This is an optimization exercise on Yosys and OpenROAD, whose aim is small area and a short achievable clock period, not a production implementation.
RTL that was checked went through simulation tests only; none was proved equivalent to the original.
Power is estimated from default activity; no workload was simulated.

==> inputs of exp/raven <==
## Q1S
module Q1S(a, b, clk, res);
  input clk;
  input [31:0] a;
  input [31:0] b;
  output [63:0] res;
  reg r1_0;
  reg r1_1;
  reg r1_2;
  reg r1_3;
  reg r1_4;
  reg r1_5;
  reg r1_6;
  reg r1_7;
  reg r1_8;
  reg r1_9;
  reg r1_10;
  reg r1_11;
  reg r1_12;
  reg r1_13;
  reg r1_14;
  reg r1_15;
  reg r1_16;
  reg r1_17;
  reg r1_18;
  reg r1_19;
  reg r1_20;
  reg r1_21;
  reg r1_22;
  reg r1_23;
  reg r1_24;
  reg r1_25;
  reg r1_26;
  reg r1_27;
  reg r1_28;
  reg r1_29;
  reg r1_30;
  reg r1_31;
  wire g1;
  wire p2;
  wire g3;
  wire p4;
  wire g5;
  wire p6;
  wire g7;
  wire p8;
  wire g9;
  wire p10;
  wire g11;
  wire p12;
  wire g13;
  wire p14;
  wire g15;
  wire p16;
  wire g17;
  wire p18;
  wire g19;
  wire p20;
  wire g21;
  wire p22;
  wire g23;
  wire p24;
  wire g25;
  wire p26;
  wire g27;
  wire p28;
  wire g29;
  wire p30;
  wire g31;
  wire p32;
  wire g33;
  wire p34;
  wire g35;
  wire p36;
  wire g37;
  wire p38;
  wire g39;
  wire p40;
  ...
export LEC_CHECK = 0
export CAP_MARGIN = 20
export CORE_MARGIN = 2
export CORE_UTILIZATION = 55
export CTS_CLUSTER_DIAMETER = 100
export CTS_CLUSTER_SIZE = 20
export SETUP_SLACK_MARGIN = 4.9
export SLEW_MARGIN = 20
create_clock -name core_clock -period 7.5 [get_ports {clk}]
standard.sh (not shown) runs the stock make flow with config.mk's settings and CLKGATE_MAP_FILE= SYNTH_SCRIPT=/design/flow/synth_recipe.tcl, a recipe that flattens the netlist after the stock synthesis.
==> flow/flow/run.sh <==
#!/bin/bash
# The standard layout, with one extra step between synthesis and floorplan:
# flow/polarity.py picks the polarity of each full-adder cell so that fewer
# inverters are needed (FA(~a,~b,~c) = ~FA(a,b,c)); registers are untouched.
set -euo pipefail
cd "$(dirname "$0")/.."
R="$PWD/orfs/results/${FLOW_PLATFORM:-sky130hd}/Q1S/base"
bash standard.sh "$R/1_2_yosys.v" > synth.log 2>&1
cp "$R/1_2_yosys.v" synth_netlist_before_polarity.v
python3 flow/polarity.py "$R/1_2_yosys.v" > polarity.log 2>&1
bash standard.sh > layout.log 2>&1
==> flow/flow/polarity.py <==
#!/usr/bin/env python3
"""Remove inverters around full-adder cells in a flat sky130 netlist.

A full adder with all three inputs complemented gives both outputs
complemented: FA(~a, ~b, ~c) = (~sum, ~cout).  Each fa cell may therefore be
used in either polarity.  This script picks a polarity for every fa cell so
that fewer signals need an inverter, then rewrites the netlist: inverters
between cells are dropped and one inverter is added for each signal that some
load still needs in the other polarity.  Registers, ports and every other
cell keep their names and functions.

usage: polarity.py NETLIST.v   (rewrites the file in place; prints a summary)
"""
import re
import sys
from collections import defaultdict

path = sys.argv[1]
text = open(path).read()

m_mod = re.search(r'\bmodule\s+\w+\s*\(.*?\);', text, re.S)
end = text.rindex('endmodule')
body = text[m_mod.end():end]

inst_re = re.compile(r'^\s*(sky130_fd_sc_hd__\w+)\s+(\\\S+|\S+)\s*\((.*?)\);\s*$', re.S | re.M)
pin_re = re.compile(r'\.(\w+)\(\s*([^()]*?)\s*\)')

cells = []          # dict(type, name, pins{pin: net}, span)
for m in inst_re.finditer(body):
    pins = dict(pin_re.findall(m.group(3)))
    cells.append({'type': m.group(1), 'name': m.group(2), 'pins': pins,
                  'span': m.span()})

OUT_PINS = {'X', 'Y', 'Q', 'Q_N', 'SUM', 'COUT', 'HI', 'LO'}
port_nets = set()
for m in re.finditer(r'^\s*(input|output)\s+(\[\d+:\d+\]\s+)?(\w+)\s*;', body, re.M):
    rng, nm = m.group(2), m.group(3)
    if rng:
        hi, lo = map(int, re.findall(r'\d+', rng))
        for i in range(min(hi, lo), max(hi, lo) + 1):
            port_nets.add('%s[%d]' % (nm, i))
    port_nets.add(nm)


def is_inv(c):
    return re.match(r'sky130_fd_sc_hd__(clk)?inv_\d+$', c['type']) is not None


def is_fa(c):
    return re.match(r'sky130_fd_sc_hd__fa_\d+$', c['type']) is not None


# inverters that can be absorbed: output not a port
inv_out = {}        # out net -> in net
removable = set()
for i, c in enumerate(cells):
    if is_inv(c) and c['pins']['Y'] not in port_nets:
        inv_out[c['pins']['Y']] = c['pins']['A']
        removable.add(i)


def base(net):
    par = 0
    seen = 0
    while net in inv_out:
        net = inv_out[net]
        par ^= 1
        seen += 1
        if seen > 100:
            raise SystemExit('inverter loop')
    return net, par


driver_fa = {}      # base net -> fa cell index
for i, c in enumerate(cells):
    if is_fa(c):
        for p in ('SUM', 'COUT'):
            driver_fa[c['pins'][p]] = i

consumers = defaultdict(list)   # base net -> list of (cell idx, pin, parity)
for i, c in enumerate(cells):
    if i in removable:
        continue
    for p, n in c['pins'].items():
        if p in OUT_PINS or n == '':
            continue
        b, par = base(n)
        consumers[b].append((i, p, par))

fa_ids = [i for i, c in enumerate(cells) if is_fa(c)]
flip = defaultdict(int)


def provided(b):
    i = driver_fa.get(b)
    return flip[i] if i is not None else 0


def required(i, par):
    return par ^ flip[i] if is_fa(cells[i]) else par


def cost(b):
    pv = provided(b)
    return int(any(required(i, par) != pv for i, _, par in consumers[b]))


def touched(i):
    c = cells[i]
    s = set()
    for p in ('A', 'B', 'CIN'):
        s.add(base(c['pins'][p])[0])
    for p in ('SUM', 'COUT'):
        s.add(c['pins'][p])
    return s


before = sum(cost(b) for b in consumers)
improved = True
rounds = 0
while improved and rounds < 50:
    improved = False
    rounds += 1
    for i in fa_ids:
        sig = touched(i)
        c0 = sum(cost(b) for b in sig)
        flip[i] ^= 1
        c1 = sum(cost(b) for b in sig)
        if c1 < c0:
            improved = True
        else:
            flip[i] ^= 1
after = sum(cost(b) for b in consumers)

# rebuild
new_wires = []
new_cells = []
inv_net = {}


def comp_net(b):
    if b not in inv_net:
        k = len(inv_net)
        n = 'polinv_n%d' % k
        inv_net[b] = n
        new_wires.append(n)
        new_cells.append('  sky130_fd_sc_hd__inv_1 polinv_%d (\n    .A(%s),\n    .Y(%s)\n  );\n' % (k, b, n))
    return inv_net[b]


conn = {}           # (cell idx, pin) -> net
for b, lst in consumers.items():
    pv = provided(b)
    for i, p, par in lst:
        conn[(i, p)] = b if required(i, par) == pv else comp_net(b)

out = []
pos = 0
for i, c in enumerate(cells):
    s, e = c['span']
    out.append(body[pos:s])
    pos = e
    if i in removable:
        continue
    pins = []
    for p, n in c['pins'].items():
        pins.append('    .%s(%s)' % (p, conn.get((i, p), n)))
    out.append('\n  %s %s (\n%s\n  );' % (c['type'], c['name'], ',\n'.join(pins)))
out.append(body[pos:])
newbody = ''.join(out)
decl = ''.join('  wire %s;\n' % n for n in new_wires)
text2 = text[:m_mod.end()] + '\n' + decl + newbody + ''.join(new_cells) + text[end:]
open(path, 'w').write(text2)
print('fa cells %d, flipped %d, removable inverters %d, signals needing an inverter %d -> %d, new inverters %d'
      % (len(fa_ids), sum(flip[i] for i in fa_ids), len(removable), before, after, len(inv_net)))
==> inputs of exp/onyx, as changes to exp/raven <==
==> flow/run.sh (new file) <==
#!/bin/bash
# synth_recipe.tcl (not shown) runs the flow's synth.tcl, then flattens the netlist and writes it again
# the make line also repeats each setting of config.mk as NAME=value (left out here)
make -C /OpenROAD-flow-scripts/flow DESIGN_CONFIG=/design/flow/config.mk WORK_HOME=/design/flow/orfs CLKGATE_MAP_FILE= SYNTH_SCRIPT=/design/flow/synth_recipe.tcl finish
removed: flow/flow/run.sh
removed: flow/flow/polarity.py
removed: flow/standard.sh
==> inputs of exp/zinc, as changes to exp/raven <==
==> flow/flow/run.sh (replaced) <==
#!/bin/bash
# The standard layout with two changes:
# - one extra step between synthesis and floorplan: flow/polarity.py picks the
#   polarity of each full-adder cell so that fewer inverters are needed
#   (FA(~a,~b,~c) = ~FA(a,b,c); xor2 and xnor2 swap to absorb input or output
#   inversions); registers are untouched.
# - the port buffers that placement inserts on every input and output are
#   buf_1 cells (timing repair still resizes them where needed).
set -euo pipefail
cd "$(dirname "$0")/.."
R="$PWD/orfs/results/${FLOW_PLATFORM:-sky130hd}/Q1S/base"
export BUFFER_PORTS_ARGS="-buffer_cell sky130_fd_sc_hd__buf_1"
bash standard.sh "$R/1_2_yosys.v" > synth.log 2>&1
cp "$R/1_2_yosys.v" synth_netlist_before_polarity.v
python3 flow/polarity.py "$R/1_2_yosys.v" > polarity.log 2>&1
bash standard.sh > layout.log 2>&1
--- a/flow/flow/polarity.py
+++ b/flow/flow/polarity.py
@@ -48,6 +48,15 @@
 
 def is_fa(c):
     return re.match(r'sky130_fd_sc_hd__fa_\d+$', c['type']) is not None
+
+
+def is_x(c):
+    return re.match(r'sky130_fd_sc_hd__x(n)?or2_\d+$', c['type']) is not None
+
+
+def xout(c):
+    # xor2 drives X, xnor2 drives Y
+    return c['pins']['X'] if 'X' in c['pins'] else c['pins']['Y']
 
 
 # inverters that can be absorbed: output not a port
@@ -71,11 +80,14 @@
     return net, par
 
 
-driver_fa = {}      # base net -> fa cell index
+driver_fa = {}      # base net -> fa or xor cell index
 for i, c in enumerate(cells):
     if is_fa(c):
         for p in ('SUM', 'COUT'):
             driver_fa[c['pins'][p]] = i
+for i, c in enumerate(cells):
+    if is_x(c):
+        driver_fa[xout(c)] = i
 
 consumers = defaultdict(list)   # base net -> list of (cell idx, pin, parity)
 for i, c in enumerate(cells):
@@ -87,7 +99,7 @@
         b, par = base(n)
         consumers[b].append((i, p, par))
 
-fa_ids = [i for i, c in enumerate(cells) if is_fa(c)]
+fa_ids = [i for i, c in enumerate(cells) if is_fa(c) or is_x(c)]
 flip = defaultdict(int)
 
 
@@ -102,12 +114,16 @@
 
 def cost(b):
     pv = provided(b)
-    return int(any(required(i, par) != pv for i, _, par in consumers[b]))
+    return int(any(required(i, par) != pv for i, _, par in consumers[b]
+                   if not is_x(cells[i])))
 
 
 def touched(i):
     c = cells[i]
     s = set()
+    if is_x(c):
+        s.add(xout(c))
+        return s
     for p in ('A', 'B', 'CIN'):
         s.add(base(c['pins'][p])[0])
     for p in ('SUM', 'COUT'):
@@ -116,20 +132,52 @@
 
 
 before = sum(cost(b) for b in consumers)
-improved = True
-rounds = 0
-while improved and rounds < 50:
-    improved = False
-    rounds += 1
-    for i in fa_ids:
-        sig = touched(i)
-        c0 = sum(cost(b) for b in sig)
+import random
+rng = random.Random(1)
+
+
+def total():
+    return sum(cost(b) for b in consumers)
+
+
+def local_search(plateau):
+    improved = True
+    rounds = 0
+    while improved and rounds < 60:
+        improved = False
+        rounds += 1
+        order = list(fa_ids)
+        rng.shuffle(order)
+        for i in order:
+            sig = touched(i)
+            c0 = sum(cost(b) for b in sig)
+            flip[i] ^= 1
+            c1 = sum(cost(b) for b in sig)
+            if c1 < c0:
+                improved = True
+            elif c1 == c0 and rng.random() < plateau:
+                pass
+            else:
+                flip[i] ^= 1
+
+
+local_search(0.0)
+best = total()
+best_flip = dict(flip)
+for it in range(40):
+    # perturb from the best solution, then descend
+    flip.clear()
+    flip.update(best_flip)
+    for i in rng.sample(fa_ids, max(1, len(fa_ids) // 20)):
         flip[i] ^= 1
-        c1 = sum(cost(b) for b in sig)
-        if c1 < c0:
-            improved = True
-        else:
-            flip[i] ^= 1
+    local_search(0.3)
+    local_search(0.0)
+    t = total()
+    if t < best:
+        best = t
+        best_flip = dict(flip)
+flip.clear()
+flip.update(best_flip)
 after = sum(cost(b) for b in consumers)
 
 # rebuild
@@ -149,10 +197,24 @@
 
 
 conn = {}           # (cell idx, pin) -> net
+xpar = defaultdict(int)     # xor cell -> parity of its physical inputs vs logical
 for b, lst in consumers.items():
     pv = provided(b)
     for i, p, par in lst:
-        conn[(i, p)] = b if required(i, par) == pv else comp_net(b)
+        if is_x(cells[i]):
+            conn[(i, p)] = b
+            xpar[i] ^= pv ^ par
+        else:
+            conn[(i, p)] = b if required(i, par) == pv else comp_net(b)
+for i, c in enumerate(cells):
+    if is_x(c):
+        m = re.match(r'sky130_fd_sc_hd__(x(n)?or2)_(\d+)$', c['type'])
+        inv = 1 if m.group(2) else 0
+        newinv = inv ^ xpar[i] ^ flip[i]
+        o = xout(c)
+        c['type'] = 'sky130_fd_sc_hd__%s_%s' % ('xnor2' if newinv else 'xor2', m.group(3))
+        c['pins'] = {k: v for k, v in c['pins'].items() if k not in ('X', 'Y')}
+        c['pins']['Y' if newinv else 'X'] = o
 
 out = []
 pos = 0
SETUP_SLACK_MARGIN = 4.8   (was 4.9)
==> notes.md <==
Between exp/onyx and exp/raven, the lower clock skew is in exp/onyx (gap 2.7 ps).
Fmax: exp/onyx > exp/raven > exp/zinc.
Against exp/zinc, the die area of exp/onyx is larger by 2.5%.
In exp/onyx the hold slack is worse than in exp/raven, by 2.7 ps.
Cell area, lowest first: exp/zinc, exp/raven, exp/onyx.
In sequential cell count, exp/onyx and exp/zinc do not differ.
Against exp/raven, the power of exp/onyx is larger by 2.9%.

==> 12-12 <==
Another version of the RTL of Q1S (not shown whole).
clock: 7.5 ns
lec_check: 0
cap_margin: 20
core_margin: 2
core_utilization: 40
cts_cluster_diameter: 100
cts_cluster_size: 20
setup_slack_margin: 4.8
slew_margin: 20
run.sh (not shown) runs the stock make flow with config.mk's settings and CLKGATE_MAP_FILE= SYNTH_SCRIPT=/design/flow/synth_recipe.tcl, a recipe that flattens the netlist after the stock synthesis.
Stock flow here: none of the scripts above is used.
==> 10-08: changes against 12-12 <==
- CTS_CLUSTER_DIAMETER: 100 -> not set
- CTS_CLUSTER_SIZE: 20 -> not set
- SETUP_SLACK_MARGIN: 4.8 -> 4.6
==> comparison <==
12-12 went through all stages and came out clean. 10-08 produced a clean layout. Of 10-08 and 12-12, 10-08 has the higher total power (gap about 7%, measured against 12-12). In sequential power, 10-08 and 12-12 hardly differ. Between 12-12 and 10-08, the lower cell count is in 12-12 (gap about 1.6%, measured against 10-08). Wire length is about the same in 12-12 and 10-08. Against 10-08, the worst hold slack of 12-12 is higher by 11 ps. In critical path depth, 12-12 and 10-08 do not differ. In synthesized cell count, 12-12 and 10-08 do not differ. In 10-08 the register-to-register slack is lower than in 12-12, by 160 ps. Against 12-12, the core utilization of 10-08 is higher by 1.2 points.
==> figures <==
| metric | 12-12 | 10-08 |
|---|---|---|
| Result of the run | timing/DRC/antenna clean | timing/DRC/antenna clean |
| CTS H-tree depth | 2 | 3 |
| Antenna diode count | 1 | 0 |
| Number of fillers in the final layout | 9,208 | 9,157 |
| Setup slack of the most critical reg-to-reg path | 4710 ps | 4550 ps |
| Power of the clock network | 2180 µW | 3800 µW |
| Largest stage delay, worst path | 1060 ps | 1140 ps |
| Wire length of the first global-routing pass | 181 mm | 182 mm |
| Via/cell ratio | 5.52 | 5.48 |
| Total leakage power | 0.0174 µW | 0.0182 µW |
| Detailed-routed wire length on met3 | 16.4 mm | 16.5 mm |
| Worst setup path startpoint | r1_34 | r1_57 |
| Sequential share of power | 31.1% | 28.9% |
| Storage cell area | 12,800 µm² | 12,700 µm² |
| Clock network share of area | 2.54% | 5.98% |
| Met1 Wirelength | 50.0 mm | 50.0 mm |
| Footprint of the multi-input gates | 22,800 µm² | 22,600 µm² |
| Final instance area | 41,800 µm² | 42,900 µm² |
| Worst Hold Slack | 329 ps | 317 ps |
| Final-layout non-clock buffer area share | 3.32% | 3.24% |
Function was not checked in any run of this note: the RTL went through the layout flow alone.

==> run a <==
Another version of the RTL of Q1S (not shown whole).
make LEC_CHECK=0 CAP_MARGIN=20 CORE_MARGIN=2 CORE_UTILIZATION=55 CTS_CLUSTER_DIAMETER=100 CTS_CLUSTER_SIZE=20 SETUP_SLACK_MARGIN=4.9 SLEW_MARGIN=20 finish   # period 7.5 ns
==> inputs of run b, as changes to run a <==
Settings changed: CAP_MARGIN 20 to 50, CORE_UTILIZATION 55 to 40, SLEW_MARGIN 20 to 70.
==> notes.md <==
The finished layout cell area is between 30000 and 40000 µm². Summed over all nets, wire length on met2 after detailed routing comes to between 40000 and 50000 µm. The run finished with no timing, DRC or antenna violations. The transition time of the tightest slew-check pin is 0.889 ns. The effective utilization at floorplan came out at 55.8%.

The power density over cell area is 430 nW/µm². The routed length per placed instance is about 29 µm. Per report_power, the clock group accounts for 12.3% of the total.
# the run above: run a

==> notes.md <==
The transition time of the tightest slew-check pin is around 0.52 ns. The relative contribution of the clock network to total power came out at approximately an eighth. The flow ran to the end and the layout has no timing, DRC or antenna violations. The finished layout cell area came out at ~41000 µm². For this configuration, the core starts out at a cell density of between 40% and 50%.
# the run above: run b

No functional check of the RTL was part of any run of this note.

-- re-timing with driven ports --
Ports are ideal in the flow. The routed layouts listed here were re-timed in OpenROAD.
Step 1: set_driving_cell puts a clkbuf_16 on clk and a buf_2 on each other input, an assumption about the parent block.
Step 2 moves the port delays by t, midway between the first and last clock arrival at a register: inputs arrive t later, outputs are due t later. That takes back most of the time a late clock gives input paths.
Slacks: no drivers / after step 1 / after step 2; pairs: no drivers / after step 1.
run | t (ns) | setup WS [ns] | worst data-port slew with drivers (ns)
exp/raven | 0.647 | 4.840 / 4.840 / 4.840 | 0.05
exp/onyx | 0.657 | 4.853 / 4.853 / 4.853 | 0.04
exp/zinc | 0.648 | 4.736 / 4.736 / 4.736 | 0.04
12-12 | 0.678 | 4.712 / 4.712 / 4.712 | 0.04
10-08 | 0.696 | 4.550 / 4.550 / 4.550 | 0.04
run a | 0.665 | 4.814 / 4.814 / 4.523 | 0.04
run b | 0.648 | 4.826 / 4.803 / 4.534 | 0.05
After both steps every run listed still meets setup and hold. The setup slack of run b, which loses most, moves by -0.023 ns with the drivers and by -0.292 ns with both steps.
